Background: an optimization exercise with open tools, aiming at small area and a short achievable clock period. Do not read the settings as production practice. Function was not checked in any run shown here: the RTL went through the layout flow alone. No activity file was given, so power comes from the tool's default toggle rates.

==> flow/design.v, too long to show whole: its modules and the start of the top module <==
// module Adder32Bit: 5 lines
// module SignExtender: 8 lines
// module fullAdder: 6 lines
// module halfAdder: 6 lines
// module boothSel: 5 lines
// module boothSel0: 5 lines
// module gpCell: 5 lines
// module andCell: 5 lines
// module xorCell: 5 lines
// module xnorCell: 5 lines
// module alu_stage: 733 lines
module alu_stage(clk, a, b, imm, alu_src, alu_ctl, result, zero);
  // ...
==> flow/flow/run.sh <==
#!/bin/bash
# Layout flow: the standard flow (the standard.sh), except that
#  - the arithmetic primitive modules (full/half adders, Booth selectors) are
#    synthesized as the library cells given in flow/cells.v (the rest of the
#    design goes through the standard synthesis unchanged), each module kept
#    whole until the final flatten;
#  - ports are buffered with buf_4 cells;
#  - flip-flops driving many pins are upsized before the placement repair.
set -euo pipefail
python3 flow/map.py design.v flow/cells.v design_mapped.v > map.log 2>&1
bash standard.sh VERILOG_FILES="$PWD/design_mapped.v" \
  BUFFER_PORTS_ARGS="-buffer_cell sky130_fd_sc_hd__buf_4" \
  PRE_RESIZE_TCL="$PWD/flow/pre_resize.tcl" finish > standard.log 2>&1
==> flow/flow/cells.v <==
// Cell-level bodies for the design's arithmetic primitive modules. map.py puts
// these in place of the RTL bodies of the modules of the same names.
module fullAdder(cin, x, y, cout, s);
	input cin, x, y;
	output cout, s;
	sky130_fd_sc_hd__fa_1 c(.A(x), .B(y), .CIN(cin), .COUT(cout), .SUM(s));
endmodule
module halfAdder(x, y, cout, s);
	input x, y;
	output cout, s;
	sky130_fd_sc_hd__ha_1 c(.A(x), .B(y), .COUT(cout), .SUM(s));
endmodule
module boothSel(onen, twon, inv, an1, an0, pp);
	input onen, twon, inv, an1, an0;
	output pp;
	wire n;
	sky130_fd_sc_hd__o22ai_1 c0(.A1(onen), .A2(an1), .B1(twon), .B2(an0), .Y(n));
	sky130_fd_sc_hd__xor2_1 c1(.A(n), .B(inv), .X(pp));
endmodule
module boothSel0(onen, inv, an1, pp);
	input onen, inv, an1;
	output pp;
	wire n;
	sky130_fd_sc_hd__nor2_1 c0(.A(onen), .B(an1), .Y(n));
	sky130_fd_sc_hd__xor2_1 c1(.A(n), .B(inv), .X(pp));
endmodule
module gpCell(gh, ph, gl, g);
	input gh, ph, gl;
	output g;
	sky130_fd_sc_hd__a21o_1 c(.A1(ph), .A2(gl), .B1(gh), .X(g));
endmodule
module andCell(x, y, z);
	input x, y;
	output z;
	sky130_fd_sc_hd__and2_1 c(.A(x), .B(y), .X(z));
endmodule
module xorCell(x, y, z);
	input x, y;
	output z;
	sky130_fd_sc_hd__xor2_1 c(.A(x), .B(y), .X(z));
endmodule
module xnorCell(x, y, z);
	input x, y;
	output z;
	sky130_fd_sc_hd__xnor2_1 c(.A(x), .B(y), .Y(z));
endmodule
==> flow/flow/map.py <==
#!/usr/bin/env python3
"""map.py DESIGN CELLS OUT: copy DESIGN to OUT with the body of every module
that CELLS also defines replaced by CELLS's cell-level body."""
import re, sys
design, cells, out = sys.argv[1:4]
mod = re.compile(r'^\s*module\s+(\w+).*?^\s*endmodule\b', re.S | re.M)
repl = {m.group(1): m.group(0) for m in mod.finditer(open(cells).read())}
done = set()
def sub(m):
    name = m.group(1)
    if name in repl:
        done.add(name)
        return repl[name]
    return m.group(0)
text = mod.sub(sub, open(design).read())
missing = set(repl) - done
if missing:
    sys.exit(f"map.py: modules not found in {design}: {sorted(missing)}")
open(out, 'w').write(text)
==> flow/flow/pre_resize.tcl <==
# Before the placement repair: flip-flops whose output drives many pins get
# the library's strongest version of their own cell type.
set n 0
foreach inst [get_cells *] {
  set ref [get_property $inst ref_name]
  if {$ref ne "sky130_fd_sc_hd__dfxtp_1"} { continue }
  set q [get_pins -of_objects $inst -filter "direction == output"]
  set net [get_nets -of_objects $q]
  set fo [llength [get_pins -of_objects $net -filter "direction == input"]]
  if {$fo >= 8} {
    replace_cell $inst sky130_fd_sc_hd__dfxtp_4
    incr n
  }
}
puts "pre_resize: $n flip-flops upsized"
==> flow/standard.sh <==
#!/bin/bash
# synth_recipe.tcl (not shown) runs the flow's synth.tcl, then flattens the netlist and writes it again
# the make line also repeats each setting of config.mk as NAME=value (left out here)
make -C /OpenROAD-flow-scripts/flow DESIGN_CONFIG=/design/flow/config.mk WORK_HOME=/design/flow/orfs CLKGATE_MAP_FILE= SYNTH_SCRIPT=/design/flow/synth_recipe.tcl "${@:-finish}"
==> flow/config.mk <==
export PLATFORM = sky130hd
export DESIGN_NAME = alu_stage
export DESIGN_NICKNAME = alu_stage
export VERILOG_FILES = /design/flow/design.v
export SDC_FILE = /design/flow/constraint.sdc
export NUM_CORES = 4
export LEC_CHECK = 0
export ABC_AREA = 1
export CAP_MARGIN = 20
export CORE_MARGIN = 2
export CORE_UTILIZATION = 40
export SLEW_MARGIN = 70
export SYNTH_HIERARCHICAL = 1
export SYNTH_MINIMUM_KEEP_SIZE = 0
==> flow/constraint.sdc <==
create_clock -name core_clock -period 15.0 [get_ports {clk}]
set_input_delay 3.0000 -clock core_clock [delete_from_list [all_inputs] [get_ports {clk}]]
set_output_delay 3.0000 -clock core_clock [all_outputs]
set_load 0.01 [all_outputs]
==> impl_results.rst, run 1 <==
.. list-table::
   :header-rows: 1

   * - Metric
     - Value
   * - Source of the worst hold timing path
     - cr_q[0]$_DFF_P_
   * - Sum of routed wire length over all layers
     - 53.63 mm
   * - Row cnt
     - 73
   * - Clock Skew
     - 0.01729 ns
   * - Netlist Area Pre-Place
     - 16,310 sq um
   * - Post-cts sizing count
     - 0
   * - Worst max-slew margin expressed relative to the limit
     - 0.6953
   * - Uppermost metal layer occupied by signal nets
     - met4
   * - Setup TNS
     - 0 ns
   * - Number of setup violations in the final report
     - 0
   * - Arrival time of data at the critical path endpoint
     - 2.22 ns
   * - Total length of routed met3 wires
     - 4.520 mm
   * - Number of antenna repair diodes
     - 0
   * - F_max
     - 191.4 MHz
   * - Library cells used by synthesis
     - 31
   * - Worst r2r src
     - onen_q[1]$_DFF_P_
   * - CP most frequent cell
     - a21o_1
   * - DP HPWL
     - 38.46 mm
   * - Result of the run
     - finished clean
   * - Count of filler cells inserted in the layout
     - 3,873
   * - Gate family responsible for the most delay along the worst path
     - compound AO/OA/AOI/OAI gates
   * - Number of warnings printed during yosys synthesis
     - 7
   * - Clock Pin Slew Worst Setup and Hold Paths
     - 0.08 ns
   * - Final-report max-slew violation count
     - 0
   * - Minimum period implied by the final worst setup slack
     - 5.224 ns
   * - Area added between synthesis and finish
     - 15.09%
   * - Signal inverters
     - 130
   * - GRT Max-Usage Layer
     - met2
==> inputs of run 2 (changes only) <==
--- a/flow/design.v
+++ b/flow/design.v
@@ -695,94 +695,76 @@
 	fullAdder fa266(s234, s199, t233, t266, s266);
 	fullAdder fa267(s235, s201, t234, t267, s267);
 	fullAdder fa268(s236, s203, t235, t268, s268);
 	fullAdder fa269(s237, s205, t236, t269, s269);
 	fullAdder fa270(s238, s207, t237, t270, s270);
 	fullAdder fa271(s239, s209, t238, nc271, s271);
 	wire [31:0] x = {t270, t269, t268, t267, t266, t265, t264, t263, t262, t261, t260, t259, t258, t257, t256, t255, t254, t253, t252, t251, t250, t249, t248, t247, t246, t245, t244, t243, t242, t241, t240, s240};
 	wire [31:0] y = {s271, s270, s269, s268, s267, s266, s265, s264, s263, s262, s261, s260, s259, s258, s257, s256, s255, s254, s253, s252, s251, s250, s249, s248, s247, s246, s245, s244, s243, s242, s241, pp0[0]};
-	wire [22:0] lo = x[21:0] + y[21:0];
-	wire [9:0] hp, hg;
-	halfAdder hpg0(x[22], y[22], hg[0], hp[0]);
-	halfAdder hpg1(x[23], y[23], hg[1], hp[1]);
-	halfAdder hpg2(x[24], y[24], hg[2], hp[2]);
-	halfAdder hpg3(x[25], y[25], hg[3], hp[3]);
-	halfAdder hpg4(x[26], y[26], hg[4], hp[4]);
-	halfAdder hpg5(x[27], y[27], hg[5], hp[5]);
-	halfAdder hpg6(x[28], y[28], hg[6], hp[6]);
-	halfAdder hpg7(x[29], y[29], hg[7], hp[7]);
-	halfAdder hpg8(x[30], y[30], hg[8], hp[8]);
-	halfAdder hpg9(x[31], y[31], hg[9], hp[9]);
-	reg [21:0] lo_q;
+	wire [24:0] lo = x[23:0] + y[23:0];
+	wire [7:0] hp, hg;
+	halfAdder hpg0(x[24], y[24], hg[0], hp[0]);
+	halfAdder hpg1(x[25], y[25], hg[1], hp[1]);
+	halfAdder hpg2(x[26], y[26], hg[2], hp[2]);
+	halfAdder hpg3(x[27], y[27], hg[3], hp[3]);
+	halfAdder hpg4(x[28], y[28], hg[4], hp[4]);
+	halfAdder hpg5(x[29], y[29], hg[5], hp[5]);
+	halfAdder hpg6(x[30], y[30], hg[6], hp[6]);
+	halfAdder hpg7(x[31], y[31], hg[7], hp[7]);
+	reg [23:0] lo_q;
 	reg c_q;
-	reg [9:0] p_q;
-	reg [8:0] g_q;
+	reg [7:0] p_q;
+	reg [6:0] g_q;
 	always@(posedge clk) begin
-		lo_q <= lo[21:0];
-		c_q <= lo[22];
+		lo_q <= lo[23:0];
+		c_q <= lo[24];
 		p_q <= hp;
-		g_q <= hg[8:0];
+		g_q <= hg[6:0];
 	end
 	wire hg0_0;
 	gpCell gp0_0(g_q[0], p_q[0], c_q, hg0_0);
 	wire hg1_1;
 	gpCell gp1_1(g_q[1], p_q[1], hg0_0, hg1_1);
 	wire hg1_3;
 	gpCell gp1_3(g_q[3], p_q[3], g_q[2], hg1_3);
 	wire hp1_3;
 	andCell pa1_3(p_q[3], p_q[2], hp1_3);
 	wire hg1_5;
 	gpCell gp1_5(g_q[5], p_q[5], g_q[4], hg1_5);
 	wire hp1_5;
 	andCell pa1_5(p_q[5], p_q[4], hp1_5);
-	wire hg1_7;
-	gpCell gp1_7(g_q[7], p_q[7], g_q[6], hg1_7);
-	wire hp1_7;
-	andCell pa1_7(p_q[7], p_q[6], hp1_7);
 	wire hg2_2;
 	gpCell gp2_2(g_q[2], p_q[2], hg1_1, hg2_2);
 	wire hg2_3;
 	gpCell gp2_3(hg1_3, hp1_3, hg1_1, hg2_3);
 	wire hg2_6;
 	gpCell gp2_6(g_q[6], p_q[6], hg1_5, hg2_6);
 	wire hp2_6;
 	andCell pa2_6(p_q[6], hp1_5, hp2_6);
-	wire hg2_7;
-	gpCell gp2_7(hg1_7, hp1_7, hg1_5, hg2_7);
-	wire hp2_7;
-	andCell pa2_7(hp1_7, hp1_5, hp2_7);
 	wire hg3_4;
 	gpCell gp3_4(g_q[4], p_q[4], hg2_3, hg3_4);
 	wire hg3_5;
 	gpCell gp3_5(hg1_5, hp1_5, hg2_3, hg3_5);
 	wire hg3_6;
 	gpCell gp3_6(hg2_6, hp2_6, hg2_3, hg3_6);
-	wire hg3_7;
-	gpCell gp3_7(hg2_7, hp2_7, hg2_3, hg3_7);
-	wire hg4_8;
-	gpCell gp4_8(g_q[8], p_q[8], hg3_7, hg4_8);
-	wire [9:0] hcy = {hg4_8, hg3_7, hg3_6, hg3_5, hg3_4, hg2_3, hg2_2, hg1_1, hg0_0, c_q};
-	wire [9:0] hi, heq;
-	wire [9:0] he = {g_q | p_q[8:0], c_q};
+	wire [7:0] hcy = {hg3_6, hg3_5, hg3_4, hg2_3, hg2_2, hg1_1, hg0_0, c_q};
+	wire [7:0] hi, heq;
+	wire [7:0] he = {g_q | p_q[6:0], c_q};
 	xorCell hs0(p_q[0], hcy[0], hi[0]);
 	xorCell hs1(p_q[1], hcy[1], hi[1]);
 	xorCell hs2(p_q[2], hcy[2], hi[2]);
 	xorCell hs3(p_q[3], hcy[3], hi[3]);
 	xorCell hs4(p_q[4], hcy[4], hi[4]);
 	xorCell hs5(p_q[5], hcy[5], hi[5]);
 	xorCell hs6(p_q[6], hcy[6], hi[6]);
 	xorCell hs7(p_q[7], hcy[7], hi[7]);
-	xorCell hs8(p_q[8], hcy[8], hi[8]);
-	xorCell hs9(p_q[9], hcy[9], hi[9]);
 	xnorCell hz0(p_q[0], he[0], heq[0]);
 	xnorCell hz1(p_q[1], he[1], heq[1]);
 	xnorCell hz2(p_q[2], he[2], heq[2]);
 	xnorCell hz3(p_q[3], he[3], heq[3]);
 	xnorCell hz4(p_q[4], he[4], heq[4]);
 	xnorCell hz5(p_q[5], he[5], heq[5]);
 	xnorCell hz6(p_q[6], he[6], heq[6]);
 	xnorCell hz7(p_q[7], he[7], heq[7]);
-	xnorCell hz8(p_q[8], he[8], heq[8]);
-	xnorCell hz9(p_q[9], he[9], heq[9]);
 	assign result = {hi, lo_q};
-	assign zero = (lo_q == 22'b0) & (&heq);
+	assign zero = (lo_q == 24'b0) & (&heq);
 endmodule
==> run 2 against run 1 <==
  * Critical path depth unchanged
  * Design area increased by 0.80%
  * Via count is 1.8% higher
  * Global-route usage increased by 0.94 points
  * Still clean
  * Worst hold slack improved by 0.051 ns
  * Synthesized cell count is 2.3% higher
==> impl_results.rst, run 2 <==
.. list-table::
   :header-rows: 1

   * - Metric
     - Value
   * - Result of the run
     - finished clean (unchanged)
   * - Endpoint of the most critical register-to-register path
     - lo_q[18]$_DFF_P_ (was lo_q[20]$_DFF_P_)
   * - Number of instances on the worst hold path
     - 2 (unchanged)
   * - Length of the first detailed-routing pass in iterations
     - 5 (was 6)
   * - Worst-path cell with the longest stage delay
     - dfxtp_1 (unchanged)
   * - Leading cell type by number of instances after synthesis
     - xor2_1 (unchanged)
   * - F_max
     - 196.6 MHz (was 191.4 MHz)
   * - Max rail drop VDD
     - 95.25 uV (was 82.86 uV)
   * - Horizontal extent of the die
     - 206.4 um (was 205.9 um)
   * - Clock Tree Root
     - clkbuf_16 (unchanged)
   * - Antenna violations before repair
     - 0 (unchanged)
   * - Initial drt markers
     - 1,325 (was 1,354)
   * - Prevailing post-synth register cell
     - dfxtp_1 (unchanged)
   * - Clock latency on the worst-skew pair
     - 0.46 ns (was 0.44 ns)
   * - Logic depth of the worst register-to-register path
     - 16 (was 15)
   * - Leading post-synthesis cells by instance count
     - 291 x xor2_1, 256 x o22ai_1, 246 x nand2_1, 241 x fa_1, 153 x dfxtp_1 (was 291 x xor2_1, 256 x o22ai_1, 241 x fa_1, 217 x nand2_1, 155 x dfxtp_1)
   * - Nets@finish
     - 2,349 (was 2,297)
   * - Global-route wire length before repair
     - 85.24 mm (was 82.59 mm)
   * - Sum of routed wire length over all layers
     - 54.90 mm (was 53.63 mm)
   * - Post-cts sizing count
     - 0 (unchanged)
   * - CTS tree
     - done (unchanged)
   * - Clock Pin Slew Worst Setup and Hold Paths
     - 0.07 ns (was 0.08 ns)
   * - Count of nets left with antenna violations after detail routing
     - 0 (unchanged)
   * - Die Outline Area
     - 42,590 sq um (was 42,390 sq um)
   * - Worst r2r src
     - onen_q[0]$_DFF_P_ (was onen_q[1]$_DFF_P_)
   * - Max-Cap Viols
     - 0 (unchanged)
   * - Number of setup violations in the final report
     - 0 (unchanged)
   * - Sequential area share after synthesis
     - 0.1870 (was 0.1903)
   * - Post-route clock period utilization
     - 0.3391 (was 0.3482)
   * - Via count of the first global-routing pass
     - 14.79k (was 14.24k)
   * - # Post-CTS Setup Buffers
     - 0 (unchanged)
   * - Number of enable-type register cells in the synthesized netlist
     - 0 (unchanged)
   * - # port buffers
     - 111 (unchanged)
   * - Crit path cell chain
     - or2_2 -> xnor2_1 -> nand4_1 -> nor2_2 -> nand3_1 -> nor2_1 -> buf_4 (was a21o_1 -> a21o_1 -> a21o_1 -> a21o_1 -> a21o_1 -> xor2_1 -> buf_4)
   * - Top cell type by total area after synthesis
     - fa_1 (unchanged)
   * - Power density cells
     - 159.0 nW/um^2 (was 149.5 nW/um^2)
   * - Synthesized area per cell
     - 9.046 sq um (was 9.207 sq um)
   * - Netlist Area Pre-Place
     - 16,380 sq um (was 16,310 sq um)
   * - Leading cell types in the layout, fill and taps excluded
     - 291 x xor2_1, 256 x o22ai_1, 245 x nand2_1, 241 x fa_1, 150 x buf_4 (was 291 x xor2_1, 256 x o22ai_1, 241 x fa_1, 216 x nand2_1, 136 x buf_4)
   * - Critical Path Source Type
     - flop (unchanged)
   * - Minimum period implied by the final worst setup slack
     - 5.087 ns (was 5.224 ns)
   * - Number of synthesized register bits
     - 153 (was 155)
   * - Number of clock sinks
     - 153 (was 155)
   * - Crit path largest cell delay
     - 0.36 ns (was 0.37 ns)
   * - Commonest non-fill, non-tap cell in the layout
     - xor2_1 (unchanged)
   * - Proportion of layout cells with a drive suffix above 1
     - 0.1213 (was 0.1236)
   * - Post-synth net total
     - 2,195 (was 2,155)
   * - Maximum number of pins on one net before global-route repair
     - 38 (unchanged)
   * - Via density per instance
     - 5.680 (was 5.712)
   * - Non-Filler Cell Area, Final
     - 18,920 sq um (was 18,770 sq um)
   * - Clock Skew
     - 0.01558 ns (was 0.01729 ns)
   * - Critical Path RT
     - 12.00 ns (about the same)
   * - Number of buffers on the longest clock path
     - 2 (unchanged)
   * - Library cells used by synthesis
     - 29 (was 31)
   * - Initial core utilization
     - 0.4030 (was 0.4076)
   * - Worst slew pin tran
     - 0.4574 ns (was 0.4570 ns)
   * - Main area contributors after synthesis
     - fa_1 29%, dfxtp_1 19%, xor2_1 16% (was fa_1 30%, dfxtp_1 19%, xor2_1 16%)
   * - Leak Pwr
     - 10.17 nW (was 10.04 nW)
   * - Biggest regs
     - an_q (32), cr_q (32), lo_q (24) (was an_q (32), cr_q (32), lo_q (22))
   * - Gate family responsible for the most delay along the worst path
     - simple AND/OR/NAND/NOR gates (was compound AO/OA/AOI/OAI gates)
   * - Via Count
     - 14.26k (was 14.00k)
   * - CP Class
     - flop to output port (unchanged)
   * - DIE HEIGHT
     - 206.4 um (was 205.9 um)
   * - Worst max-slew margin expressed relative to the limit
     - 0.6951 (was 0.6953)
   * - Kind of capture point of the worst setup path
     - output port (unchanged)
   * - Placed Instance Area
     - 18,260 sq um (was 18,170 sq um)
   * - Setup TNS
     - 0 ns (unchanged)
   * - GR Util All Layers
     - 0.2663 (was 0.2569)
   * - Terminating pin of the worst hold path
     - lo_q[0]$_DFF_P_ (unchanged)
   * - Number of warnings printed during yosys synthesis
     - 7 (unchanged)
   * - I/O Pins
     - 112 (unchanged)
   * - Number of antenna repair diodes
     - 0 (unchanged)
   * - Async set or reset register ratio after synthesis
     - 0 (unchanged)
   * - Final-report max-slew violation count
     - 0 (unchanged)
   * - Hold WC Path Type
     - flop to flop (unchanged)
   * - DP HPWL
     - 38.90 mm (was 38.46 mm)
   * - Arrival time of data at the critical path endpoint
     - 2.09 ns (was 2.22 ns)
   * - Maximum fanout along the worst path
     - 5 (unchanged)
   * - Gate count of the mapped netlist
     - 1,811 (was 1,771)
   * - Hold Fails Final Rpt
     - 0 (unchanged)
   * - Number of design rule violations left after detail routing
     - 0 (unchanged)
   * - Setup repair after global routing missed its margin
     - false (unchanged)
   * - Source of the worst hold timing path
     - k0_q$_DFF_P_ (was cr_q[0]$_DFF_P_)
   * - Number of buffer and inverter stages on the critical path
     - 1 (unchanged)
   * - Area added between synthesis and finish
     - 15.47% (was 15.09%)
   * - Area share of the largest cell type after synthesis
     - 0.2945 (was 0.2959)
   * - Floorplan Core Area
     - 40,650 sq um (was 40,010 sq um)
   * - Number of buffers inserted during clock tree synthesis
     - 17 (unchanged)
   * - Row cnt
     - 74 (was 73)
   * - Wire per inst
     - 21.87 um (was 21.88 um)
   * - Placer congestion estimate
     - 0.9085 (was 0.8814)
   * - Count of hold-fix buffers inserted at cts
     - 0 (unchanged)
   * - Setup slack on the worst flop-to-flop path
     - 10.23 ns (was 10.20 ns)
   * - H-tree depth
     - 4 (unchanged)
   * - Grt total ovfl
     - 0 (unchanged)
-- run 2: area by class of cell --
class                   count  area (sq um)
flip-flops and latches    153          3148
inverters                 146         555.5
repair buffers            159          1246
multi-input cells        1488         12690
clock buffers              19         452.9
well taps                 532         665.6
clock inverters            13         158.9
fillers                  3971         21730
-- run 2: where the power goes --
group | total (mW) | switching, mW | internal, mW
clock network | 0.465 | 0.205 | 0.259
registers | 0.575 | 0.0714 | 0.504
logic | 1.97 | 1.17 | 0.801
total | 3.01 | 1.44 | 1.56
-- run 2: stage by stage --
| step | setup slack (ns) | utilization | power [mW] | instances | hold slack, ns |
|---|---|---|---|---|---|
| 3_3_place_gp | 10.02 | 0.4458 | 2.544 | 2477 | 0.6605 |
| 4_1_cts | 9.761 | 0.4643 | 3.041 | 2509 | 0.6833 |
| 2_1_floorplan | 10.21 | - | 1.916 | 1811 | 0.5302 |
| 3_5_place_dp | 10.24 | 0.4492 | 2.565 | 2477 | 0.6646 |
| 6_report | 9.913 | 0.4654 | 3.008 | 2510 | 0.6692 |
| 5_1_grt | 9.689 | 0.4654 | 3.315 | 2510 | 0.6959 |
-- run 2: worst reg2reg max path: stages (launching register included) --
cell     delay (ns)
dfxtp_1        0.31
buf_4          0.37
o22ai_1        0.19
xor2_1         0.20
fa_1           0.48
fa_1           0.52
fa_1           0.41
fa_1           0.51
fa_1           0.42
ha_1           0.42
nand2_1        0.10
nor2_1         0.24
inv_1          0.09
nor3_1         0.14
nand2_1        0.10
nand3_1        0.08
nand2_1        0.07
-- run 2: worst max path at each step --
stage                     depth (start not counted)               end         startpoint
final                                             7              zero     p_q[5]$_DFF_P_
after global routing                              7              zero     p_q[6]$_DFF_P_
after CTS                                         7              zero     p_q[6]$_DFF_P_
after detailed placement                         16  lo_q[18]$_DFF_P_  twon_q[0]$_DFF_P_
after global placement                           15       c_q$_DFF_P_  onen_q[1]$_DFF_P_
after floorplan                                  14  lo_q[22]$_DFF_P_   inv_q[0]$_DFF_P_
-- run 2: per-module statistics from Yosys (local to each module, per instance) --
module	cell area, sq um	flip-flops and latches
boothSel0	12.51	0
halfAdder	12.51	0
xnorCell	8.758	0
gpCell	7.507	0
alu_stage	6799	153
boothSel	15.01	0
fullAdder	20.02	0
xorCell	8.758	0
andCell	6.256	0
-- run 2: kinds of logic after synthesis --
group,after synthesis,synth area share
buf+inv,170,0.04109
fa+ha+maj,305,0.3434
compound gates,439,0.1556
simple gates,445,0.1131
flops,153,0.1870
xor+xnor,299,0.1599
-- run 2: metal layers --
layer	vias to the layer above	part of all wire	global-route usage	routed length [um]
met1	6917	0.43	0.3541	23420
li1	6474	-	-	-
met2	724	0.45	0.4187	24610
met5	-	0	0	0
met3	143	0.090	0.06354	4931
met4	0	0.035	0.1036	1941

==> static timing again, ports no longer ideal <==
The results above use ideal ports. As a check the final layouts listed here were re-extracted and re-timed, cells and wires unchanged. Step 1 assumes that a clkbuf_16 drives the clock port and a buf_2 every other input. Step 2 adds t to the input delays and takes it off the output delays; t is the mean of the earliest and latest rising clock arrival at the registers after step 1. Input paths then give back, and output paths get back, about the clock's delay inside the block. Slacks: ideal ports / drivers / drivers and shift; pairs: ideal ports / drivers.
run	t (ns)	setup WS [ns]	clock arrival spread, ns
run 1	0.483	9.776 / 9.724 / 10.197	0.017 / 0.017
run 2	0.507	9.913 / 9.862 / 10.233	0.016 / 0.016
After both steps every run listed still meets setup and hold.
